This is an optimization exercise on Yosys and OpenROAD, whose aim is small area, a short achievable clock period and few clock cycles per item, not a production implementation. No run shown here included a check of the RTL's function; only the layout flow was run. Power and IR drop assume default switching activity.

==> flow/design.v (outline; a module is shown in full before it is edited, if it fits) <==
// module top_module: 2113 lines
// module fa_cell: 4 lines
// module dec_cell: 5 lines
// module sel_cell: 3 lines
// module xnor_cell: 3 lines
// module or_cell: 3 lines
module top_module(clk, reset, INIT, READY, DONE,
                  input_ram_en, input_ram_addr, input_ram_data,
                  filter_rom_en, filter_rom_addr, filter_rom_data,
                  conv_valid, conv_out);
  // ...
==> flow/flow/run.sh <==
#!/bin/bash
# Layout flow: the standard ORFS flow (standard.sh), with these changes:
#  - port buffers: at the start of global placement, flow/pre_gpl.tcl removes the
#    synthesis buffers (as the standard flow does there) and puts a
#    sky130_fd_sc_hd__buf_4 on every input port and a sky130_fd_sc_hd__buf_1 on every
#    output port, in place of the standard buffer_ports call; they are kept through
#    the step's own remove_buffers and released for timing repair by
#    flow/post_gpl.tcl;
#  - clock tree synthesis arguments: -sink_clustering_enable -repair_clock_nets -dont_use_dummy_load -buf_list sky130_fd_sc_hd__clkbuf_8 -sink_clustering_size 15 -sink_clustering_max_diameter 60
# The whole make output goes to flow_make.log in the work folder; ORFS also keeps
# each step's own log under orfs/logs/.
set -euo pipefail
export CTS_ARGS="-sink_clustering_enable -repair_clock_nets -dont_use_dummy_load -buf_list sky130_fd_sc_hd__clkbuf_8 -sink_clustering_size 15 -sink_clustering_max_diameter 60"
bash standard.sh "DONT_BUFFER_PORTS=1" "PRE_GLOBAL_PLACE_TCL=$PWD/flow/pre_gpl.tcl" "POST_GLOBAL_PLACE_TCL=$PWD/flow/post_gpl.tcl" "CTS_ARGS=$CTS_ARGS" finish > flow_make.log 2>&1
==> flow/flow/post_gpl.tcl <==
# Let timing repair resize the port buffers again.
unset_dont_touch [get_cells {input* output*}]
==> flow/flow/pre_gpl.tcl <==
# Buffer every input and output port (the standard flow's buffer_ports, with chosen cells).
remove_buffers
buffer_ports -inputs -buffer_cell sky130_fd_sc_hd__buf_4
buffer_ports -outputs -buffer_cell sky130_fd_sc_hd__buf_1
set_dont_touch [get_cells {input* output*}]
puts "port buffers: [llength [get_cells {input* output*}]]"
==> flow/standard.sh <==
#!/bin/bash
# synth_recipe.tcl (not shown) runs the flow's synth.tcl, then flattens the netlist and writes it again
# the make line also repeats each setting of config.mk as NAME=value (left out here)
make -C /OpenROAD-flow-scripts/flow DESIGN_CONFIG=/design/flow/config.mk WORK_HOME=/design/flow/orfs CLKGATE_MAP_FILE= SYNTH_SCRIPT=/design/flow/synth_recipe.tcl "${@:-finish}"
==> flow/config.mk <==
export PLATFORM = sky130hd
export DESIGN_NAME = top_module
export DESIGN_NICKNAME = top_module
export VERILOG_FILES = /design/flow/design.v
export SDC_FILE = /design/flow/constraint.sdc
export NUM_CORES = 4
export LEC_CHECK = 0
export CAP_MARGIN = 20
export CORE_MARGIN = 2
export CORE_UTILIZATION = 55
export PLACE_DENSITY = 0.75
export SETUP_SLACK_MARGIN = 3.6
export SLEW_MARGIN = 20
export SYNTH_HIERARCHICAL = 1
export SYNTH_MINIMUM_KEEP_SIZE = 0
==> flow/constraint.sdc <==
create_clock -name core_clock -period 6.0 [get_ports {clk}]
set_input_delay 1.2000 -clock core_clock [delete_from_list [all_inputs] [get_ports {clk}]]
set_output_delay 1.2000 -clock core_clock [all_outputs]
set_load 0.01 [all_outputs]
==> summary.txt, run 1 <==
Dpl ws -> 2.33 ns
Total die area -> 35800 um2
Pin count of the biggest net entering global routing -> 16
Maxcap violations -> 0
Synth warnings -> 7
Leading area contributor after synthesis -> dfxtp_1
Max FO, Critical Path -> 3
Crit path launch type -> input port
Status -> timing/DRC/antenna clean
Avg Inst Size Synth -> 13.4 um2
Number of synthesized flops with an enable pin -> 0
Final Worst Setup Slack -> 2.68 ns
RR Endpoint -> k1_715$_DFF_P_
Final WL -> 66.1 mm
Worst Path Arrival -> 3.72 ns
Finished Cell Area -> 22900 um2
Non-clock buffers -> 250
Int Pwr -> 6850 uW
Sink Count -> 365
CP max-delay cell -> a222oi_1
Synthesized area -> 18900 um2
Hold Vio Cnt, Final -> 0
Mux cell area share after synthesis -> 0.00113
Fin crit share -> 0.553
Placed Cells -> 2007
Final HPWL DP -> 49.9 mm
Element type at the critical path end -> register
Worst hold start -> k1_685$_DFF_P_
Largest family of logic cells by synthesized area -> adder cells
Die height -> 189 um
Met2 usage -> 0.568
Signal buffers share of area -> 0.0899
==> run 2, diff against run 1 <==
--- a/flow/design.v
+++ b/flow/design.v
@@ -925,80 +925,92 @@
 wire s987;
 wire c988;
 wire s989;
 wire c990;
 wire s991;
 wire c992;
 wire s993;
 wire c994;
-wire s1047;
-wire c1048;
-wire s1049;
-wire c1050;
-wire s1051;
-wire c1052;
-wire s1053;
-wire c1054;
-wire s1055;
-wire c1056;
-wire s1057;
-wire c1058;
-wire s1059;
-wire c1060;
-wire s1061;
-wire c1062;
-wire s1063;
-wire c1064;
-wire s1065;
-wire c1066;
-wire s1067;
-wire c1068;
-wire s1069;
-wire c1070;
-wire s1071;
-wire c1072;
-wire s1073;
-wire c1074;
-wire s1075;
-wire c1076;
-wire s1077;
-wire c1078;
-wire s1079;
-wire c1080;
-wire s1081;
-wire c1082;
-wire s1083;
-wire c1084;
-wire s1085;
-wire c1086;
-wire s1087;
-wire c1088;
-wire s1089;
-wire c1090;
+wire s995;
+wire c996;
+wire s997;
+wire c998;
+wire s999;
+wire c1000;
+wire s1001;
+wire c1002;
+wire s1003;
+wire c1004;
+wire s1005;
+wire c1006;
+wire s1007;
+wire c1008;
+wire s1009;
+wire c1010;
+wire s1011;
+wire c1012;
+wire s1056;
+wire c1057;
+wire s1058;
+wire c1059;
+wire s1060;
+wire c1061;
+wire s1062;
+wire c1063;
+wire s1064;
+wire c1065;
+wire s1066;
+wire c1067;
+wire s1068;
+wire c1069;
+wire s1070;
+wire c1071;
+wire s1072;
+wire c1073;
+wire s1074;
+wire c1075;
+wire s1076;
+wire c1077;
+wire s1078;
+wire c1079;
+wire s1080;
+wire c1081;
+wire s1082;
+wire c1083;
+wire s1084;
+wire c1085;
+wire s1086;
+wire c1087;
+wire a1115;
+wire a1116;
+wire a1117;
+wire a1118;
+wire a1119;
+wire a1120;
 wire a1121;
 wire a1122;
 wire a1123;
 wire a1124;
 wire a1125;
 wire a1126;
 wire a1127;
 wire a1128;
 wire a1129;
 wire a1130;
 wire a1131;
 wire a1132;
 wire a1133;
 wire a1134;
-wire a1135;
-wire a1136;
-wire a1137;
-wire a1138;
-wire a1139;
-wire a1140;
+wire s1135;
+wire c1136;
+wire s1137;
+wire c1138;
+wire s1139;
+wire c1140;
 wire s1141;
 wire c1142;
 wire s1143;
 wire c1144;
 wire s1145;
 wire c1146;
 wire s1147;
 wire c1148;
@@ -1019,28 +1031,16 @@
 wire s1163;
 wire c1164;
 wire s1165;
 wire c1166;
 wire s1167;
 wire c1168;
 wire s1169;
 wire c1170;
-wire s1171;
-wire c1172;
-wire s1173;
-wire c1174;
-wire s1175;
-wire c1176;
-wire s1177;
-wire c1178;
-wire s1179;
-wire c1180;
-wire s1181;
-wire c1182;
 dec_cell u_d1 (.a(input_ram_data[0]), .b(input_ram_data[8]), .s1(d1), .s2(d2), .s3(d3));
 sel_cell u_p4 (.s1(d1), .s2(d2), .s3(d3), .a(f_q[0]), .b(f_q[8]), .c(fab_q[0]), .y(p4));
 sel_cell u_p5 (.s1(d1), .s2(d2), .s3(d3), .a(f_q[1]), .b(f_q[9]), .c(fab_q[1]), .y(p5));
 sel_cell u_p6 (.s1(d1), .s2(d2), .s3(d3), .a(f_q[2]), .b(f_q[10]), .c(fab_q[2]), .y(p6));
 sel_cell u_p7 (.s1(d1), .s2(d2), .s3(d3), .a(f_q[3]), .b(f_q[11]), .c(fab_q[3]), .y(p7));
 sel_cell u_p8 (.s1(d1), .s2(d2), .s3(d3), .a(f_q[4]), .b(f_q[12]), .c(fab_q[4]), .y(p8));
 sel_cell u_p9 (.s1(d1), .s2(d2), .s3(d3), .a(f_q[5]), .b(f_q[13]), .c(fab_q[5]), .y(p9));
 sel_cell u_p10 (.s1(d1), .s2(d2), .s3(d3), .a(f_q[6]), .b(f_q[14]), .c(fab_q[6]), .y(p10));
@@ -1517,159 +1517,159 @@
 fa_cell u_s839 (.a(c830), .b(s833), .c(s835), .s(s839), .co(c840));
 fa_cell u_s841 (.a(c832), .b(s837), .c(s839), .s(s841), .co(c842));
 fa_cell u_s843 (.a(k1_707), .b(k1_708), .c(k1_709), .s(s843), .co(c844));
 fa_cell u_s845 (.a(k1_710), .b(k1_711), .c(k1_712), .s(s845), .co(c846));
 fa_cell u_s847 (.a(k1_713), .b(k1_714), .c(k1_715), .s(s847), .co(c848));
 fa_cell u_s849 (.a(k1_716), .b(c834), .c(c836), .s(s849), .co(c850));
 fa_cell u_s851 (.a(s843), .b(s845), .c(s847), .s(s851), .co(c852));
 fa_cell u_s853 (.a(c838), .b(c840), .c(s849), .s(s853), .co(c854));
-fa_cell u_s855 (.a(k1_717), .b(k1_718), .c(k1_719), .s(s855), .co(c856));
-fa_cell u_s857 (.a(k1_720), .b(k1_721), .c(k1_722), .s(s857), .co(c858));
-fa_cell u_s859 (.a(k1_723), .b(k1_724), .c(k1_725), .s(s859), .co(c860));
-fa_cell u_s861 (.a(k1_726), .b(c844), .c(c846), .s(s861), .co(c862));
-fa_cell u_s863 (.a(c848), .b(s855), .c(s857), .s(s863), .co(c864));
-fa_cell u_s865 (.a(s859), .b(c850), .c(c852), .s(s865), .co(c866));
-fa_cell u_s867 (.a(k1_727), .b(k1_728), .c(k1_729), .s(s867), .co(c868));
-fa_cell u_s869 (.a(k1_730), .b(k1_731), .c(k1_732), .s(s869), .co(c870));
-fa_cell u_s871 (.a(k1_733), .b(k1_734), .c(k1_735), .s(s871), .co(c872));
-fa_cell u_s873 (.a(k1_736), .b(k1_737), .c(k1_738), .s(s873), .co(c874));
-fa_cell u_s875 (.a(k1_739), .b(c856), .c(c858), .s(s875), .co(c876));
-fa_cell u_s877 (.a(c860), .b(s867), .c(s869), .s(s877), .co(c878));
-fa_cell u_s879 (.a(s871), .b(s873), .c(c862), .s(s879), .co(c880));
-fa_cell u_s881 (.a(c864), .b(s875), .c(s877), .s(s881), .co(c882));
-fa_cell u_s883 (.a(k1_740), .b(k1_741), .c(k1_742), .s(s883), .co(c884));
-fa_cell u_s885 (.a(k1_743), .b(k1_744), .c(k1_745), .s(s885), .co(c886));
-fa_cell u_s887 (.a(k1_746), .b(k1_747), .c(k1_748), .s(s887), .co(c888));
-fa_cell u_s889 (.a(k1_749), .b(k1_750), .c(k1_751), .s(s889), .co(c890));
-fa_cell u_s891 (.a(k1_752), .b(k1_753), .c(k1_754), .s(s891), .co(c892));
-fa_cell u_s893 (.a(c868), .b(c870), .c(c872), .s(s893), .co(c894));
-fa_cell u_s895 (.a(c874), .b(s883), .c(s885), .s(s895), .co(c896));
-fa_cell u_s897 (.a(s887), .b(s889), .c(s891), .s(s897), .co(c898));
-fa_cell u_s899 (.a(c876), .b(c878), .c(s893), .s(s899), .co(c900));
-fa_cell u_s901 (.a(s895), .b(s897), .c(c880), .s(s901), .co(c902));
-fa_cell u_s903 (.a(k1_755), .b(k1_756), .c(k1_757), .s(s903), .co(c904));
-fa_cell u_s905 (.a(k1_758), .b(k1_759), .c(k1_760), .s(s905), .co(c906));
-fa_cell u_s907 (.a(k1_761), .b(k1_762), .c(k1_763), .s(s907), .co(c908));
-fa_cell u_s909 (.a(k1_764), .b(k1_765), .c(k1_766), .s(s909), .co(c910));
-fa_cell u_s911 (.a(k1_767), .b(k1_768), .c(k1_769), .s(s911), .co(c912));
-fa_cell u_s913 (.a(c884), .b(c886), .c(c888), .s(s913), .co(c914));
-fa_cell u_s915 (.a(c890), .b(c892), .c(s903), .s(s915), .co(c916));
-fa_cell u_s917 (.a(s905), .b(s907), .c(s909), .s(s917), .co(c918));
-fa_cell u_s919 (.a(s911), .b(c894), .c(c896), .s(s919), .co(c920));
-fa_cell u_s921 (.a(c898), .b(s913), .c(s915), .s(s921), .co(c922));
-fa_cell u_s923 (.a(k1_770), .b(k1_771), .c(k1_772), .s(s923), .co(c924));
-fa_cell u_s925 (.a(k1_773), .b(k1_774), .c(k1_775), .s(s925), .co(c926));
-fa_cell u_s927 (.a(k1_776), .b(k1_777), .c(k1_778), .s(s927), .co(c928));
-fa_cell u_s929 (.a(k1_779), .b(k1_780), .c(k1_781), .s(s929), .co(c930));
-fa_cell u_s931 (.a(k1_782), .b(c904), .c(c906), .s(s931), .co(c932));
-fa_cell u_s933 (.a(c908), .b(c910), .c(c912), .s(s933), .co(c934));
-fa_cell u_s935 (.a(s923), .b(s925), .c(s927), .s(s935), .co(c936));
-fa_cell u_s937 (.a(s929), .b(c914), .c(c916), .s(s937), .co(c938));
-fa_cell u_s939 (.a(c918), .b(s931), .c(s933), .s(s939), .co(c940));
-fa_cell u_s941 (.a(k1_783), .b(k1_784), .c(k1_785), .s(s941), .co(c942));
-fa_cell u_s943 (.a(k1_786), .b(k1_787), .c(k1_788), .s(s943), .co(c944));
-fa_cell u_s945 (.a(k1_789), .b(k1_790), .c(k1_791), .s(s945), .co(c946));
-fa_cell u_s947 (.a(k1_792), .b(k1_793), .c(c924), .s(s947), .co(c948));
-fa_cell u_s949 (.a(c926), .b(c928), .c(c930), .s(s949), .co(c950));
-fa_cell u_s951 (.a(s941), .b(s943), .c(s945), .s(s951), .co(c952));
-fa_cell u_s953 (.a(c932), .b(c934), .c(c936), .s(s953), .co(c954));
-fa_cell u_s955 (.a(s947), .b(s949), .c(s951), .s(s955), .co(c956));
-fa_cell u_s957 (.a(k1_794), .b(k1_795), .c(k1_796), .s(s957), .co(c958));
-fa_cell u_s959 (.a(k1_797), .b(k1_798), .c(k1_799), .s(s959), .co(c960));
-fa_cell u_s961 (.a(k1_800), .b(k1_801), .c(k1_802), .s(s961), .co(c962));
-fa_cell u_s963 (.a(c942), .b(c944), .c(c946), .s(s963), .co(c964));
-fa_cell u_s965 (.a(s957), .b(s959), .c(s961), .s(s965), .co(c966));
-fa_cell u_s967 (.a(c948), .b(c950), .c(c952), .s(s967), .co(c968));
-fa_cell u_s969 (.a(k1_803), .b(k1_804), .c(k1_805), .s(s969), .co(c970));
-fa_cell u_s971 (.a(k1_806), .b(k1_807), .c(k1_808), .s(s971), .co(c972));
-fa_cell u_s973 (.a(k1_809), .b(c958), .c(c960), .s(s973), .co(c974));
-fa_cell u_s975 (.a(c962), .b(s969), .c(s971), .s(s975), .co(c976));
-fa_cell u_s977 (.a(c964), .b(c966), .c(s973), .s(s977), .co(c978));
-fa_cell u_s979 (.a(k1_810), .b(k1_811), .c(k1_812), .s(s979), .co(c980));
-fa_cell u_s981 (.a(k1_813), .b(k1_814), .c(k1_815), .s(s981), .co(c982));
-fa_cell u_s983 (.a(k1_816), .b(c970), .c(c972), .s(s983), .co(c984));
-fa_cell u_s985 (.a(s979), .b(s981), .c(c974), .s(s985), .co(c986));
-fa_cell u_s987 (.a(k1_817), .b(k1_818), .c(k1_819), .s(s987), .co(c988));
-fa_cell u_s989 (.a(k1_820), .b(c980), .c(c982), .s(s989), .co(c990));
-fa_cell u_s991 (.a(s987), .b(c984), .c(s989), .s(s991), .co(c992));
-fa_cell u_s993 (.a(k1_821), .b(k1_822), .c(c988), .s(s993), .co(c994));
-fa_cell u_s1047 (.a(k2_1002), .b(k2_1003), .c(k2_1004), .s(s1047), .co(c1048));
-fa_cell u_s1049 (.a(k2_1005), .b(k2_1006), .c(k2_1007), .s(s1049), .co(c1050));
-fa_cell u_s1051 (.a(k2_1008), .b(c1048), .c(s1049), .s(s1051), .co(c1052));
-fa_cell u_s1053 (.a(k2_1009), .b(k2_1010), .c(k2_1011), .s(s1053), .co(c1054));
-fa_cell u_s1055 (.a(c1050), .b(s1053), .c(c1052), .s(s1055), .co(c1056));
-fa_cell u_s1057 (.a(k2_1012), .b(k2_1013), .c(k2_1014), .s(s1057), .co(c1058));
-fa_cell u_s1059 (.a(k2_1015), .b(k2_1016), .c(k2_1017), .s(s1059), .co(c1060));
-fa_cell u_s1061 (.a(k2_1018), .b(k2_1019), .c(c1058), .s(s1061), .co(c1062));
-fa_cell u_s1063 (.a(k2_1020), .b(k2_1021), .c(k2_1022), .s(s1063), .co(c1064));
-fa_cell u_s1065 (.a(k2_1023), .b(k2_1024), .c(c1060), .s(s1065), .co(c1066));
-fa_cell u_s1067 (.a(s1063), .b(c1062), .c(s1065), .s(s1067), .co(c1068));
-fa_cell u_s1069 (.a(k2_1025), .b(k2_1026), .c(k2_1027), .s(s1069), .co(c1070));
-fa_cell u_s1071 (.a(k2_1028), .b(c1064), .c(s1069), .s(s1071), .co(c1072));
-fa_cell u_s1073 (.a(k2_1029), .b(k2_1030), .c(k2_1031), .s(s1073), .co(c1074));
-fa_cell u_s1075 (.a(k2_1032), .b(k2_1033), .c(c1070), .s(s1075), .co(c1076));
-fa_cell u_s1077 (.a(s1073), .b(c1072), .c(s1075), .s(s1077), .co(c1078));
-fa_cell u_s1079 (.a(k2_1034), .b(k2_1035), .c(k2_1036), .s(s1079), .co(c1080));
-fa_cell u_s1081 (.a(c1074), .b(s1079), .c(c1076), .s(s1081), .co(c1082));
-fa_cell u_s1083 (.a(k2_1037), .b(k2_1038), .c(k2_1039), .s(s1083), .co(c1084));
-fa_cell u_s1085 (.a(k2_1040), .b(c1080), .c(s1083), .s(s1085), .co(c1086));
-fa_cell u_s1087 (.a(k2_1041), .b(k2_1042), .c(c1084), .s(s1087), .co(c1088));
-fa_cell u_s1089 (.a(k2_1043), .b(k2_1044), .c(k2_1045), .s(s1089), .co(c1090));
-assign a1121 = ~(acc[0] & g_q[0]);
-assign a1122 = ~(acc[1] & g_q[0]);
-assign a1123 = ~(acc[2] & g_q[0]);
-assign a1124 = ~(acc[3] & g_q[0]);
-assign a1125 = ~(acc[4] & g_q[0]);
-assign a1126 = ~(acc[5] & g_q[0]);
-assign a1127 = ~(acc[6] & g_q[0]);
-assign a1128 = ~(acc[7] & g_q[0]);
-assign a1129 = ~(acc[8] & g_q[0]);
-assign a1130 = ~(acc[9] & g_q[0]);
-assign a1131 = ~(acc[10] & g_q[0]);
-assign a1132 = ~(acc[11] & g_q[0]);
-assign a1133 = ~(acc[12] & g_q[0]);
-assign a1134 = ~(acc[13] & g_q[0]);
-assign a1135 = ~(acc[14] & g_q[0]);
-assign a1136 = ~(acc[15] & g_q[0]);
-assign a1137 = ~(acc[16] & g_q[0]);
-assign a1138 = ~(acc[17] & g_q[0]);
-assign a1139 = ~(acc[18] & g_q[0]);
-assign a1140 = ~(acc[19] & g_q[0]);
-xnor_cell u_s1141 (.a(k3_1101), .b(k3_1102), .y(s1141));
-or_cell u_c1142 (.a(k3_1101), .b(k3_1102), .y(c1142));
-xnor_cell u_s1143 (.a(k3_1104), .b(k3_1105), .y(s1143));
-or_cell u_c1144 (.a(k3_1104), .b(k3_1105), .y(c1144));
-xnor_cell u_s1145 (.a(k3_1107), .b(k3_1108), .y(s1145));
-or_cell u_c1146 (.a(k3_1107), .b(k3_1108), .y(c1146));
-xnor_cell u_s1147 (.a(k3_1091), .b(k3_1092), .y(s1147));
-or_cell u_c1148 (.a(k3_1091), .b(k3_1092), .y(c1148));
-xnor_cell u_s1149 (.a(k3_1093), .b(a1122), .y(s1149));
-or_cell u_c1150 (.a(k3_1093), .b(a1122), .y(c1150));
-fa_cell u_s1151 (.a(k3_1094), .b(k3_1095), .c(a1123), .s(s1151), .co(c1152));
-xnor_cell u_s1153 (.a(k3_1096), .b(a1124), .y(s1153));
-or_cell u_c1154 (.a(k3_1096), .b(a1124), .y(c1154));
-xnor_cell u_s1155 (.a(k3_1097), .b(a1125), .y(s1155));
-or_cell u_c1156 (.a(k3_1097), .b(a1125), .y(c1156));
-xnor_cell u_s1157 (.a(k3_1098), .b(a1126), .y(s1157));
-or_cell u_c1158 (.a(k3_1098), .b(a1126), .y(c1158));
-xnor_cell u_s1159 (.a(k3_1099), .b(a1127), .y(s1159));
-or_cell u_c1160 (.a(k3_1099), .b(a1127), .y(c1160));
-xnor_cell u_s1161 (.a(k3_1100), .b(a1128), .y(s1161));
-or_cell u_c1162 (.a(k3_1100), .b(a1128), .y(c1162));
-fa_cell u_s1163 (.a(k3_1103), .b(a1129), .c(s1141), .s(s1163), .co(c1164));
-fa_cell u_s1165 (.a(a1130), .b(c1142), .c(s1143), .s(s1165), .co(c1166));
-fa_cell u_s1167 (.a(k3_1106), .b(a1131), .c(c1144), .s(s1167), .co(c1168));
-fa_cell u_s1169 (.a(k3_1109), .b(a1132), .c(s1145), .s(s1169), .co(c1170));
-fa_cell u_s1171 (.a(k3_1110), .b(a1133), .c(c1146), .s(s1171), .co(c1172));
-fa_cell u_s1173 (.a(k3_1111), .b(k3_1112), .c(a1134), .s(s1173), .co(c1174));
-fa_cell u_s1175 (.a(k3_1113), .b(k3_1114), .c(a1135), .s(s1175), .co(c1176));
-fa_cell u_s1177 (.a(k3_1115), .b(k3_1116), .c(a1136), .s(s1177), .co(c1178));
-fa_cell u_s1179 (.a(k3_1117), .b(k3_1118), .c(a1137), .s(s1179), .co(c1180));
-fa_cell u_s1181 (.a(k3_1119), .b(k3_1120), .c(a1138), .s(s1181), .co(c1182));
+fa_cell u_s855 (.a(s851), .b(c842), .c(s853), .s(s855), .co(c856));
+fa_cell u_s857 (.a(k1_717), .b(k1_718), .c(k1_719), .s(s857), .co(c858));
+fa_cell u_s859 (.a(k1_720), .b(k1_721), .c(k1_722), .s(s859), .co(c860));
+fa_cell u_s861 (.a(k1_723), .b(k1_724), .c(k1_725), .s(s861), .co(c862));
+fa_cell u_s863 (.a(k1_726), .b(c844), .c(c846), .s(s863), .co(c864));
+fa_cell u_s865 (.a(c848), .b(s857), .c(s859), .s(s865), .co(c866));
+fa_cell u_s867 (.a(s861), .b(c850), .c(c852), .s(s867), .co(c868));
+fa_cell u_s869 (.a(s863), .b(s865), .c(c854), .s(s869), .co(c870));
+fa_cell u_s871 (.a(k1_727), .b(k1_728), .c(k1_729), .s(s871), .co(c872));
+fa_cell u_s873 (.a(k1_730), .b(k1_731), .c(k1_732), .s(s873), .co(c874));
+fa_cell u_s875 (.a(k1_733), .b(k1_734), .c(k1_735), .s(s875), .co(c876));
+fa_cell u_s877 (.a(k1_736), .b(k1_737), .c(k1_738), .s(s877), .co(c878));
+fa_cell u_s879 (.a(k1_739), .b(c858), .c(c860), .s(s879), .co(c880));
+fa_cell u_s881 (.a(c862), .b(s871), .c(s873), .s(s881), .co(c882));
+fa_cell u_s883 (.a(s875), .b(s877), .c(c864), .s(s883), .co(c884));
+fa_cell u_s885 (.a(c866), .b(s879), .c(s881), .s(s885), .co(c886));
+fa_cell u_s887 (.a(k1_740), .b(k1_741), .c(k1_742), .s(s887), .co(c888));
+fa_cell u_s889 (.a(k1_743), .b(k1_744), .c(k1_745), .s(s889), .co(c890));
+fa_cell u_s891 (.a(k1_746), .b(k1_747), .c(k1_748), .s(s891), .co(c892));
+fa_cell u_s893 (.a(k1_749), .b(k1_750), .c(k1_751), .s(s893), .co(c894));
+fa_cell u_s895 (.a(k1_752), .b(k1_753), .c(k1_754), .s(s895), .co(c896));
+fa_cell u_s897 (.a(c872), .b(c874), .c(c876), .s(s897), .co(c898));
+fa_cell u_s899 (.a(c878), .b(s887), .c(s889), .s(s899), .co(c900));
+fa_cell u_s901 (.a(s891), .b(s893), .c(s895), .s(s901), .co(c902));
+fa_cell u_s903 (.a(c880), .b(c882), .c(s897), .s(s903), .co(c904));
+fa_cell u_s905 (.a(s899), .b(s901), .c(c884), .s(s905), .co(c906));
+fa_cell u_s907 (.a(k1_755), .b(k1_756), .c(k1_757), .s(s907), .co(c908));
+fa_cell u_s909 (.a(k1_758), .b(k1_759), .c(k1_760), .s(s909), .co(c910));
+fa_cell u_s911 (.a(k1_761), .b(k1_762), .c(k1_763), .s(s911), .co(c912));
+fa_cell u_s913 (.a(k1_764), .b(k1_765), .c(k1_766), .s(s913), .co(c914));
+fa_cell u_s915 (.a(k1_767), .b(k1_768), .c(k1_769), .s(s915), .co(c916));
+fa_cell u_s917 (.a(c888), .b(c890), .c(c892), .s(s917), .co(c918));
+fa_cell u_s919 (.a(c894), .b(c896), .c(s907), .s(s919), .co(c920));
+fa_cell u_s921 (.a(s909), .b(s911), .c(s913), .s(s921), .co(c922));
+fa_cell u_s923 (.a(s915), .b(c898), .c(c900), .s(s923), .co(c924));
+fa_cell u_s925 (.a(c902), .b(s917), .c(s919), .s(s925), .co(c926));
+fa_cell u_s927 (.a(s921), .b(c904), .c(s923), .s(s927), .co(c928));
+fa_cell u_s929 (.a(k1_770), .b(k1_771), .c(k1_772), .s(s929), .co(c930));
+fa_cell u_s931 (.a(k1_773), .b(k1_774), .c(k1_775), .s(s931), .co(c932));
+fa_cell u_s933 (.a(k1_776), .b(k1_777), .c(k1_778), .s(s933), .co(c934));
+fa_cell u_s935 (.a(k1_779), .b(k1_780), .c(k1_781), .s(s935), .co(c936));
+fa_cell u_s937 (.a(k1_782), .b(c908), .c(c910), .s(s937), .co(c938));
+fa_cell u_s939 (.a(c912), .b(c914), .c(c916), .s(s939), .co(c940));
+fa_cell u_s941 (.a(s929), .b(s931), .c(s933), .s(s941), .co(c942));
+fa_cell u_s943 (.a(s935), .b(c918), .c(c920), .s(s943), .co(c944));
+fa_cell u_s945 (.a(c922), .b(s937), .c(s939), .s(s945), .co(c946));
+fa_cell u_s947 (.a(s941), .b(c924), .c(c926), .s(s947), .co(c948));
+fa_cell u_s949 (.a(k1_783), .b(k1_784), .c(k1_785), .s(s949), .co(c950));
+fa_cell u_s951 (.a(k1_786), .b(k1_787), .c(k1_788), .s(s951), .co(c952));
+fa_cell u_s953 (.a(k1_789), .b(k1_790), .c(k1_791), .s(s953), .co(c954));
+fa_cell u_s955 (.a(k1_792), .b(k1_793), .c(c930), .s(s955), .co(c956));
+fa_cell u_s957 (.a(c932), .b(c934), .c(c936), .s(s957), .co(c958));
+fa_cell u_s959 (.a(s949), .b(s951), .c(s953), .s(s959), .co(c960));
+fa_cell u_s961 (.a(c938), .b(c940), .c(c942), .s(s961), .co(c962));
+fa_cell u_s963 (.a(s955), .b(s957), .c(s959), .s(s963), .co(c964));
+fa_cell u_s965 (.a(c944), .b(c946), .c(s961), .s(s965), .co(c966));
+fa_cell u_s967 (.a(k1_794), .b(k1_795), .c(k1_796), .s(s967), .co(c968));
+fa_cell u_s969 (.a(k1_797), .b(k1_798), .c(k1_799), .s(s969), .co(c970));
+fa_cell u_s971 (.a(k1_800), .b(k1_801), .c(k1_802), .s(s971), .co(c972));
+fa_cell u_s973 (.a(c950), .b(c952), .c(c954), .s(s973), .co(c974));
+fa_cell u_s975 (.a(s967), .b(s969), .c(s971), .s(s975), .co(c976));
+fa_cell u_s977 (.a(c956), .b(c958), .c(c960), .s(s977), .co(c978));
+fa_cell u_s979 (.a(s973), .b(s975), .c(c962), .s(s979), .co(c980));
+fa_cell u_s981 (.a(k1_803), .b(k1_804), .c(k1_805), .s(s981), .co(c982));
+fa_cell u_s983 (.a(k1_806), .b(k1_807), .c(k1_808), .s(s983), .co(c984));
+fa_cell u_s985 (.a(k1_809), .b(c968), .c(c970), .s(s985), .co(c986));
+fa_cell u_s987 (.a(c972), .b(s981), .c(s983), .s(s987), .co(c988));
+fa_cell u_s989 (.a(c974), .b(c976), .c(s985), .s(s989), .co(c990));
+fa_cell u_s991 (.a(s987), .b(c978), .c(s989), .s(s991), .co(c992));
+fa_cell u_s993 (.a(k1_810), .b(k1_811), .c(k1_812), .s(s993), .co(c994));
+fa_cell u_s995 (.a(k1_813), .b(k1_814), .c(k1_815), .s(s995), .co(c996));
+fa_cell u_s997 (.a(k1_816), .b(c982), .c(c984), .s(s997), .co(c998));
+fa_cell u_s999 (.a(s993), .b(s995), .c(c986), .s(s999), .co(c1000));
+fa_cell u_s1001 (.a(c988), .b(s997), .c(c990), .s(s1001), .co(c1002));
+fa_cell u_s1003 (.a(k1_817), .b(k1_818), .c(k1_819), .s(s1003), .co(c1004));
+fa_cell u_s1005 (.a(k1_820), .b(c994), .c(c996), .s(s1005), .co(c1006));
+fa_cell u_s1007 (.a(s1003), .b(c998), .c(s1005), .s(s1007), .co(c1008));
+fa_cell u_s1009 (.a(k1_821), .b(k1_822), .c(c1004), .s(s1009), .co(c1010));
+fa_cell u_s1011 (.a(c1006), .b(s1009), .c(c1008), .s(s1011), .co(c1012));
+fa_cell u_s1056 (.a(k2_1021), .b(k2_1022), .c(k2_1023), .s(s1056), .co(c1057));
+fa_cell u_s1058 (.a(k2_1024), .b(k2_1025), .c(k2_1026), .s(s1058), .co(c1059));
+fa_cell u_s1060 (.a(k2_1027), .b(c1057), .c(s1058), .s(s1060), .co(c1061));
+fa_cell u_s1062 (.a(k2_1028), .b(k2_1029), .c(k2_1030), .s(s1062), .co(c1063));
+fa_cell u_s1064 (.a(c1059), .b(s1062), .c(c1061), .s(s1064), .co(c1065));
+fa_cell u_s1066 (.a(k2_1031), .b(k2_1032), .c(k2_1033), .s(s1066), .co(c1067));
+fa_cell u_s1068 (.a(c1063), .b(s1066), .c(c1065), .s(s1068), .co(c1069));
+fa_cell u_s1070 (.a(k2_1034), .b(k2_1035), .c(k2_1036), .s(s1070), .co(c1071));
+fa_cell u_s1072 (.a(k2_1037), .b(c1067), .c(s1070), .s(s1072), .co(c1073));
+fa_cell u_s1074 (.a(k2_1038), .b(k2_1039), .c(k2_1040), .s(s1074), .co(c1075));
+fa_cell u_s1076 (.a(c1071), .b(s1074), .c(c1073), .s(s1076), .co(c1077));
+fa_cell u_s1078 (.a(k2_1041), .b(k2_1042), .c(k2_1043), .s(s1078), .co(c1079));
+fa_cell u_s1080 (.a(k2_1044), .b(c1075), .c(s1078), .s(s1080), .co(c1081));
+fa_cell u_s1082 (.a(k2_1045), .b(k2_1046), .c(c1079), .s(s1082), .co(c1083));
+fa_cell u_s1084 (.a(k2_1047), .b(k2_1048), .c(k2_1049), .s(s1084), .co(c1085));
+fa_cell u_s1086 (.a(k2_1050), .b(k2_1051), .c(k2_1052), .s(s1086), .co(c1087));
+assign a1115 = ~(acc[0] & g_q[0]);
+assign a1116 = ~(acc[1] & g_q[0]);
+assign a1117 = ~(acc[2] & g_q[0]);
+assign a1118 = ~(acc[3] & g_q[0]);
+assign a1119 = ~(acc[4] & g_q[0]);
+assign a1120 = ~(acc[5] & g_q[0]);
+assign a1121 = ~(acc[6] & g_q[0]);
+assign a1122 = ~(acc[7] & g_q[0]);
+assign a1123 = ~(acc[8] & g_q[0]);
+assign a1124 = ~(acc[9] & g_q[0]);
+assign a1125 = ~(acc[10] & g_q[0]);
+assign a1126 = ~(acc[11] & g_q[0]);
+assign a1127 = ~(acc[12] & g_q[0]);
+assign a1128 = ~(acc[13] & g_q[0]);
+assign a1129 = ~(acc[14] & g_q[0]);
+assign a1130 = ~(acc[15] & g_q[0]);
+assign a1131 = ~(acc[16] & g_q[0]);
+assign a1132 = ~(acc[17] & g_q[0]);
+assign a1133 = ~(acc[18] & g_q[0]);
+assign a1134 = ~(acc[19] & g_q[0]);
+xnor_cell u_s1135 (.a(k3_1088), .b(k3_1089), .y(s1135));
+or_cell u_c1136 (.a(k3_1088), .b(k3_1089), .y(c1136));
+xnor_cell u_s1137 (.a(k3_1090), .b(a1116), .y(s1137));
+or_cell u_c1138 (.a(k3_1090), .b(a1116), .y(c1138));
+fa_cell u_s1139 (.a(k3_1091), .b(k3_1092), .c(a1117), .s(s1139), .co(c1140));
+xnor_cell u_s1141 (.a(k3_1093), .b(a1118), .y(s1141));
+or_cell u_c1142 (.a(k3_1093), .b(a1118), .y(c1142));
+xnor_cell u_s1143 (.a(k3_1094), .b(a1119), .y(s1143));
+or_cell u_c1144 (.a(k3_1094), .b(a1119), .y(c1144));
+xnor_cell u_s1145 (.a(k3_1095), .b(a1120), .y(s1145));
+or_cell u_c1146 (.a(k3_1095), .b(a1120), .y(c1146));
+xnor_cell u_s1147 (.a(k3_1096), .b(a1121), .y(s1147));
+or_cell u_c1148 (.a(k3_1096), .b(a1121), .y(c1148));
+xnor_cell u_s1149 (.a(k3_1097), .b(a1122), .y(s1149));
+or_cell u_c1150 (.a(k3_1097), .b(a1122), .y(c1150));
+xnor_cell u_s1151 (.a(k3_1098), .b(a1123), .y(s1151));
+or_cell u_c1152 (.a(k3_1098), .b(a1123), .y(c1152));
+xnor_cell u_s1153 (.a(k3_1099), .b(a1124), .y(s1153));
+or_cell u_c1154 (.a(k3_1099), .b(a1124), .y(c1154));
+fa_cell u_s1155 (.a(k3_1100), .b(k3_1101), .c(a1125), .s(s1155), .co(c1156));
+xnor_cell u_s1157 (.a(k3_1102), .b(a1126), .y(s1157));
+or_cell u_c1158 (.a(k3_1102), .b(a1126), .y(c1158));
+fa_cell u_s1159 (.a(k3_1103), .b(k3_1104), .c(a1127), .s(s1159), .co(c1160));
+fa_cell u_s1161 (.a(k3_1105), .b(k3_1106), .c(a1128), .s(s1161), .co(c1162));
+fa_cell u_s1163 (.a(k3_1107), .b(k3_1108), .c(a1129), .s(s1163), .co(c1164));
+fa_cell u_s1165 (.a(k3_1109), .b(k3_1110), .c(a1130), .s(s1165), .co(c1166));
+fa_cell u_s1167 (.a(k3_1111), .b(k3_1112), .c(a1131), .s(s1167), .co(c1168));
+fa_cell u_s1169 (.a(k3_1113), .b(k3_1114), .c(a1132), .s(s1169), .co(c1170));
 reg k1_685;
 reg k1_686;
 reg k1_687;
 reg k1_688;
 reg k1_689;
 reg k1_690;
 reg k1_691;
 reg k1_692;
@@ -1798,34 +1798,16 @@
 reg k1_815;
 reg k1_816;
 reg k1_817;
 reg k1_818;
 reg k1_819;
 reg k1_820;
 reg k1_821;
 reg k1_822;
-reg k2_995;
-reg k2_996;
-reg k2_997;
-reg k2_998;
-reg k2_999;
-reg k2_1000;
-reg k2_1001;
-reg k2_1002;
-reg k2_1003;
-reg k2_1004;
-reg k2_1005;
-reg k2_1006;
-reg k2_1007;
-reg k2_1008;
-reg k2_1009;
-reg k2_1010;
-reg k2_1011;
-reg k2_1012;
 reg k2_1013;
 reg k2_1014;
 reg k2_1015;
 reg k2_1016;
 reg k2_1017;
 reg k2_1018;
 reg k2_1019;
 reg k2_1020;
@@ -1850,16 +1832,28 @@
 reg k2_1039;
 reg k2_1040;
 reg k2_1041;
 reg k2_1042;
 reg k2_1043;
 reg k2_1044;
 reg k2_1045;
 reg k2_1046;
+reg k2_1047;
+reg k2_1048;
+reg k2_1049;
+reg k2_1050;
+reg k2_1051;
+reg k2_1052;
+reg k2_1053;
+reg k2_1054;
+reg k2_1055;
+reg k3_1088;
+reg k3_1089;
+reg k3_1090;
 reg k3_1091;
 reg k3_1092;
 reg k3_1093;
 reg k3_1094;
 reg k3_1095;
 reg k3_1096;
 reg k3_1097;
 reg k3_1098;
@@ -1874,22 +1868,16 @@
 reg k3_1107;
 reg k3_1108;
 reg k3_1109;
 reg k3_1110;
 reg k3_1111;
 reg k3_1112;
 reg k3_1113;
 reg k3_1114;
-reg k3_1115;
-reg k3_1116;
-reg k3_1117;
-reg k3_1118;
-reg k3_1119;
-reg k3_1120;
 always @(posedge clk) begin
     k1_685 <= p4;
     k1_686 <= s385;
     k1_687 <= s387;
     k1_688 <= s389;
     k1_689 <= s391;
     k1_690 <= c392;
     k1_691 <= s401;
@@ -2019,101 +2007,89 @@
     k1_815 <= s677;
     k1_816 <= s679;
     k1_817 <= s681;
     k1_818 <= c678;
     k1_819 <= c680;
     k1_820 <= s683;
     k1_821 <= c682;
     k1_822 <= c684;
-    k2_995 <= k1_685;
-    k2_996 <= k1_686;
-    k2_997 <= s823;
-    k2_998 <= c824;
-    k2_999 <= s825;
-    k2_1000 <= s831;
-    k2_1001 <= s841;
-    k2_1002 <= s851;
-    k2_1003 <= c842;
-    k2_1004 <= s853;
-    k2_1005 <= s861;
-    k2_1006 <= s863;
-    k2_1007 <= c854;
-    k2_1008 <= s865;
-    k2_1009 <= c866;
-    k2_1010 <= s879;
-    k2_1011 <= s881;
-    k2_1012 <= c882;
-    k2_1013 <= s899;
-    k2_1014 <= s901;
-    k2_1015 <= s917;
-    k2_1016 <= c900;
-    k2_1017 <= s919;
-    k2_1018 <= s921;
-    k2_1019 <= c902;
-    k2_1020 <= s935;
-    k2_1021 <= c920;
-    k2_1022 <= c922;
-    k2_1023 <= s937;
-    k2_1024 <= s939;
-    k2_1025 <= c938;
-    k2_1026 <= c940;
-    k2_1027 <= s953;
-    k2_1028 <= s955;
-    k2_1029 <= s963;
-    k2_1030 <= s965;
-    k2_1031 <= c954;
-    k2_1032 <= c956;
-    k2_1033 <= s967;
-    k2_1034 <= s975;
-    k2_1035 <= c968;
-    k2_1036 <= s977;
-    k2_1037 <= c976;
-    k2_1038 <= s983;
-    k2_1039 <= c978;
-    k2_1040 <= s985;
-    k2_1041 <= c986;
-    k2_1042 <= s991;
-    k2_1043 <= c990;
-    k2_1044 <= s993;
-    k2_1045 <= c992;
-    k2_1046 <= c994;
-    k3_1091 <= k2_995;
-    k3_1092 <= k2_996;
-    k3_1093 <= k2_997;
-    k3_1094 <= k2_998;
-    k3_1095 <= k2_999;
-    k3_1096 <= k2_1000;
-    k3_1097 <= k2_1001;
-    k3_1098 <= s1047;
-    k3_1099 <= s1051;
-    k3_1100 <= s1055;
-    k3_1101 <= c1054;
-    k3_1102 <= s1057;
-    k3_1103 <= c1056;
-    k3_1104 <= s1059;
-    k3_1105 <= s1061;
-    k3_1106 <= s1067;
-    k3_1107 <= c1066;
-    k3_1108 <= s1071;
-    k3_1109 <= c1068;
-    k3_1110 <= s1077;
-    k3_1111 <= c1078;
-    k3_1112 <= s1081;
-    k3_1113 <= s1085;
-    k3_1114 <= c1082;
-    k3_1115 <= c1086;
-    k3_1116 <= s1087;
-    k3_1117 <= s1089;
-    k3_1118 <= c1088;
-    k3_1119 <= k2_1046;
-    k3_1120 <= c1090;
+    k2_1013 <= k1_685;
+    k2_1014 <= k1_686;
+    k2_1015 <= s823;
+    k2_1016 <= c824;
+    k2_1017 <= s825;
+    k2_1018 <= s831;
+    k2_1019 <= s841;
+    k2_1020 <= s855;
+    k2_1021 <= s867;
+    k2_1022 <= c856;
+    k2_1023 <= s869;
+    k2_1024 <= c868;
+    k2_1025 <= s883;
+    k2_1026 <= s885;
+    k2_1027 <= c870;
+    k2_1028 <= c886;
+    k2_1029 <= s903;
+    k2_1030 <= s905;
+    k2_1031 <= s925;
+    k2_1032 <= c906;
+    k2_1033 <= s927;
+    k2_1034 <= s943;
+    k2_1035 <= s945;
+    k2_1036 <= c928;
+    k2_1037 <= s947;
+    k2_1038 <= s963;
+    k2_1039 <= c948;
+    k2_1040 <= s965;
+    k2_1041 <= c964;
+    k2_1042 <= s977;
+    k2_1043 <= c966;
+    k2_1044 <= s979;
+    k2_1045 <= c980;
+    k2_1046 <= s991;
+    k2_1047 <= s999;
+    k2_1048 <= c992;
+    k2_1049 <= s1001;
+    k2_1050 <= c1000;
+    k2_1051 <= s1007;
+    k2_1052 <= c1002;
+    k2_1053 <= s1011;
+    k2_1054 <= c1010;
+    k2_1055 <= c1012;
+    k3_1088 <= k2_1013;
+    k3_1089 <= k2_1014;
+    k3_1090 <= k2_1015;
+    k3_1091 <= k2_1016;
+    k3_1092 <= k2_1017;
+    k3_1093 <= k2_1018;
+    k3_1094 <= k2_1019;
+    k3_1095 <= k2_1020;
+    k3_1096 <= s1056;
+    k3_1097 <= s1060;
+    k3_1098 <= s1064;
+    k3_1099 <= s1068;
+    k3_1100 <= s1072;
+    k3_1101 <= c1069;
+    k3_1102 <= s1076;
+    k3_1103 <= s1080;
+    k3_1104 <= c1077;
+    k3_1105 <= c1081;
+    k3_1106 <= s1082;
+    k3_1107 <= s1084;
+    k3_1108 <= c1083;
+    k3_1109 <= c1085;
+    k3_1110 <= s1086;
+    k3_1111 <= k2_1053;
+    k3_1112 <= c1087;
+    k3_1113 <= k2_1054;
+    k3_1114 <= k2_1055;
 end
 always @(posedge clk)
-    acc <= ~({a1140, a1139, s1181, s1179, s1177, s1175, s1173, s1171, s1169, s1167, s1165, s1163, s1161, s1159, s1157, s1155, s1153, s1151, s1149, s1147} + {1'b1, c1182, c1180, c1178, c1176, c1174, c1172, c1170, c1168, c1166, c1164, c1162, c1160, c1158, c1156, c1154, c1152, c1150, c1148, a1121} + 20'd1);
+    acc <= ~({a1134, a1133, s1169, s1167, s1165, s1163, s1161, s1159, s1157, s1155, s1153, s1151, s1149, s1147, s1145, s1143, s1141, s1139, s1137, s1135} + {1'b1, c1170, c1168, c1166, c1164, c1162, c1160, c1158, c1156, c1154, c1152, c1150, c1148, c1146, c1144, c1142, c1140, c1138, c1136, a1115} + 20'd1);
 assign conv_out = acc;
 endmodule
 module fa_cell(input a, input b, input c, output s, output co);
 assign s = a ^ b ^ c;
 assign co = (a & b) | (a & c) | (b & c);
 endmodule
 module dec_cell(input a, input b, output s1, output s2, output s3);
 assign s1 = a & ~b;
==> flow/config.mk (replaced) <==
export PLATFORM = sky130hd
export DESIGN_NAME = top_module
export DESIGN_NICKNAME = top_module
export VERILOG_FILES = /design/flow/design.v
export SDC_FILE = /design/flow/constraint.sdc
export NUM_CORES = 4
export LEC_CHECK = 0
export CAP_MARGIN = 20
export CORE_MARGIN = 2
export CORE_UTILIZATION = 35
export PLACE_DENSITY = 0.5
export SETUP_SLACK_MARGIN = 3.5
export SLEW_MARGIN = 20
export SYNTH_HIERARCHICAL = 1
export SYNTH_MINIMUM_KEEP_SIZE = 0
==> run 2 against run 1 <==
Effect of this change: still clean; design area decreased by 0.40%; hold slack gained 0.025 ns; die area rose by 54%; register-to-register slack gained 0.34 ns; count of clock-buffer cells in the layout rose by 3; critical path type unchanged; clock skew is 0.021 ns higher; largest power group unchanged; clock power increased by 5%; critical path depth stayed put; sequential power shrank 3%; fmax grew 12%; utilization shrank 25 points.
==> summary.txt, run 2 <==
Post-Route Skew -> 0.0776 ns
GRT overflow -> 0
Via/cell ratio -> 6.05
Syn nets -> 1852
Largest register FFs -> 64
Port Buf Inserts -> 166
Fraction of synthesized cell area in xor and xnor cells -> 0.0249
Mux cell area share after synthesis -> 0.00114 (+0.0000145)
Worst Tran Pin Value -> 1.04 ns
Synth area leaders -> dfxtp_1 (38%), fa_1 (29%), a222oi_1 (14%)
Crit path launch type -> input port
Yosys top cell area share -> 0.379
Leading area contributor after synthesis -> dfxtp_1
Leak pwr -> 0.00824 uW
PwrDens -> 489 nW/um2
Maxcap violations -> 0 (unchanged)
Sequential area share after synthesis -> 0.379
Worst Reg-to-Reg Cells -> 3
Final HPWL DP -> 53.8 mm (+7.7%)
Worst Path Arrival -> 3.57 ns (-0.15 ns)
Clk slew on worst S/H paths -> 0.10 ns
Initial Utilization -> 0.354
Status -> timing/DRC/antenna clean
Post-Synthesis Cells -> 1393
Delay-heaviest family, CP -> adder cells
Number of H-tree levels -> 2
Setup TNS -> 0 ns
Final min period -> 2.98 ns
Cts hold-fix bufs -> 0
FFs w/ async S/R, synth -> 0
Synth top cells by count -> dfxtp_1 (353), fa_1 (274), a222oi_1 (256)
CTS tree -> built
Number of synthesized flops with an enable pin -> 0 (unchanged)
Largest family of logic cells by synthesized area -> adder cells
Max-slew headroom -> 0.306
Dominant synthesized flop cell -> dfxtp_1
Global-route wire length before repair -> 99.5 mm
Number of iterations in the first detailed-routing pass -> 14
Fmax -> 336 MHz
Die W -> 235 um
Storage cell area -> 7090 um2
Core Util, Final -> 0.435
CORE AREA -> 52600 um2
Cell with the most instances after synthesis -> dfxtp_1
Fin crit share -> 0.496 (-0.0573)
IO Count -> 167
Pin count of the biggest net entering global routing -> 16 (unchanged)
Drt wl/cell -> 29.6 um
Avg Inst Size Synth -> 13.4 um2 (-0.42%)
Crit. path cell count -> 5
CTS Buffer Depth -> 3
Worst Setup SP -> input_ram_data[50]
Critical path destination -> k1_692$_DFF_P_
Hold Vio Cnt, Final -> 0 (unchanged)
RR Endpoint -> k1_698$_DFF_P_
Most flops, register -> f_q
Total Routing Usage GR -> 0.245
Finished Cell Area -> 22800 um2 (-0.40%)
Clock root cell -> clkbuf_8
Total die area -> 55100 um2 (+54%)
FILL cells -> 4940
Max stage delay on crit path -> 0.90 ns
Top flop regs -> f_q (64), fab_q (36), acc (20)
Slew Viols, Final -> 0
Max VDD drop -> 0.244 mV
Antenna viol nets, final -> 0
Post-synthesis sequential element count -> 353
Critical Path RT -> 6.60 ns
Commonest non-fill, non-tap cell in the layout -> dfxtp_1
Area after DPL -> 20900 um2
Floorplan row count -> 84
Layout area overhead -> 22.6%
Crit path top cell by count -> fa_2
Post-synthesis adder-cell area fraction -> 0.331
Final WL -> 69.4 mm (+5.0%)
CP Cell Sequence -> buf_4, nor2b_4, a222oi_1, fa_2, fa_2
CP max-delay cell -> a222oi_1
Initial DRC Count -> 3067
Total CTS buffers -> 38
Compound-Gate Fraction of Synth Area -> 0.175
Hold Crit Class -> register to register
Final setup viols -> 0
Die height -> 235 um (+24%)
Clock insertion delay at the later pin of the skew report -> 0.64 ns
DRC -> 0
Antenna violations before repair -> 4
Critical path buffer and inverter count -> 1
Total Nets Final -> 2121
Vias -> 14218
Synthesized area -> 18600 um2 (-1.3%)
Critical path class -> input port to register
Number of distinct library cells after synthesis -> 53
Element type at the critical path end -> register
Share of cells above drive strength 1 -> 0.287
Post-Synth Simple-Gate Area -> 0.0842
Most frequent cells in the layout -> dfxtp_1 (340), a222oi_1 (256), fa_1 (217)
Max FO, Critical Path -> 5 (+2)
Vias in the first global route -> 14396
Sink Count -> 353 (-3.3%)
FF-to-FF Start -> f_q[35]$_DFF_P_
Area occupied by multi-input gates -> 12400 um2
Synth warnings -> 7 (unchanged)
R2R setup slack -> 3.38 ns
RSZ-0062 raised after global routing -> yes
run 2: changes by cell type in the layout (fill, tap and decap cells not counted), sizes merged:
cell and delta:
dfxtp -12, buf -11, clkbuf +4, and2 -2, diode +1
run 2: cell families (layout without fill, tap and decap cells):
logic type,Yosys count,in the layout
other,0,1
XOR/XNOR,53,53
AO/OA/AOI/OAI,363,363
flip-flops,353,353
buffers and inverters,19,285
adder cells (fa/ha/maj),328,328
AND/OR/NAND/NOR,275,276
multiplexers,2,2
run 2: repair_timing:
action	4_1_cts	5_1_grt
resized for setup	112	111
pin swaps	109	109
cloned	2	1
endpoints found under the setup margin	72	77
setup buffers	50	18
run 2: worst reg2reg max path: cells and delay by family, from the launching register on:
family                   cells  cell delay [ns]
adder cells (fa/ha/maj)      2             1.17
flip-flops                   1             0.49
AO/OA/AOI/OAI                1             0.90
run 2: worst min-delay path by stage:
| stage | endpoint | cells after the start | startpoint |
|---|---|---|---|
| after floorplan | k2_1013$_DFF_P_ | 0 | k1_685$_DFF_P_ |
| after global placement | k3_1092$_DFF_P_ | 0 | k2_1017$_DFF_P_ |
| after detailed placement | k3_1090$_DFF_P_ | 0 | k2_1015$_DFF_P_ |
| after CTS | k3_1089$_DFF_P_ | 0 | k2_1014$_DFF_P_ |
| after global routing | k3_1089$_DFF_P_ | 0 | k2_1014$_DFF_P_ |
| final | k3_1090$_DFF_P_ | 0 | k2_1015$_DFF_P_ |
run 2: Yosys stat by module (local to each module, per instance):
| module | cells inside | copies in the design | area, um2 | flip-flops and latches |
|---|---|---|---|---|
| top_module | 752 | 1 | 9810 | 353 |
| dec_cell | 3 | 32 | 22.5 | 0 |
| fa_cell | 1 | 269 | 20.0 | 0 |
| sel_cell | 1 | 256 | 10.0 | 0 |
| xnor_cell | 1 | 10 | 8.76 | 0 |
| or_cell | 1 | 10 | 6.26 | 0 |
run 2: cell type report:
class | instances | area share
Antenna cell | 1 | 0.000110
Clock buffer | 38 | 0.0229
Inverter | 7 | 0.00115
Multi-Input combinational cell | 1022 | 0.542
Sequential cell | 353 | 0.310
Tap cell | 688 | 0.0377
Timing Repair Buffer | 240 | 0.0861
run 2: layer usage:
layer | vias to the layer above | track usage | wire (um)
met4 | 2 | 0.0779 | 2580
li1 | 5984 | - | -
met3 | 158 | 0.0572 | 6390
met2 | 887 | 0.393 | 31900
met5 | - | 0 | 58
met1 | 7187 | 0.328 | 28500
run 2: power breakdown:
part	internal, uW	leakage, uW	switching (uW)
sequential	3210	0.00297	643
combinational	2810	0.00500	3130
clock	563	0.000273	804
total	6580	0.00824	4580
run 2: per-stage QoR:
stage | hold slack, ns | setup WS (ns) | power [uW] | std cells
floorplan | 0.310 | 3.15 | 7060 | 1393
global placement | 0.314 | 2.21 | 8990 | 2237
detailed placement | 0.313 | 2.35 | 9070 | 2239
CTS | 0.330 | 3.17 | 10800 | 2329
global route | 0.330 | 3.20 | 12100 | 2349
finish | 0.331 | 3.02 | 11200 | 2349

[what the ideal ports hide]
In the flow no input, the clock included, has a driving cell. The finished layouts below were timed again as built, in two steps. Step 1 (the two cells are an assumption about what drives the block):
set clk [get_ports {clk}]
set_driving_cell -lib_cell sky130_fd_sc_hd__clkbuf_16 $clk
set_driving_cell -lib_cell sky130_fd_sc_hd__buf_2 [delete_from_list [all_inputs] $clk]
Step 2, shift: input delay + t, output delay - t, t = (earliest + latest rising clock arrival at the registers) / 2. This alone moves slack from input paths to output paths. Three values: ideal ports, drivers, drivers and shift; two values: the first two.
run	t (ns)	setup slack, ns	hold slack, ns	worst data-port slew with drivers (ns)	pins driven straight from the clock port
run 1	0.597	2.681 / 2.693 / 2.096	0.306 / 0.306 / 0.306	0.07	1
run 2	0.658	3.024 / 3.047 / 2.389	0.331 / 0.331 / 0.331	0.09	1
After both steps every run listed still meets setup and hold. The setup slack of run 2, which loses most, moves by +0.023 ns with the drivers and by -0.635 ns with both steps.
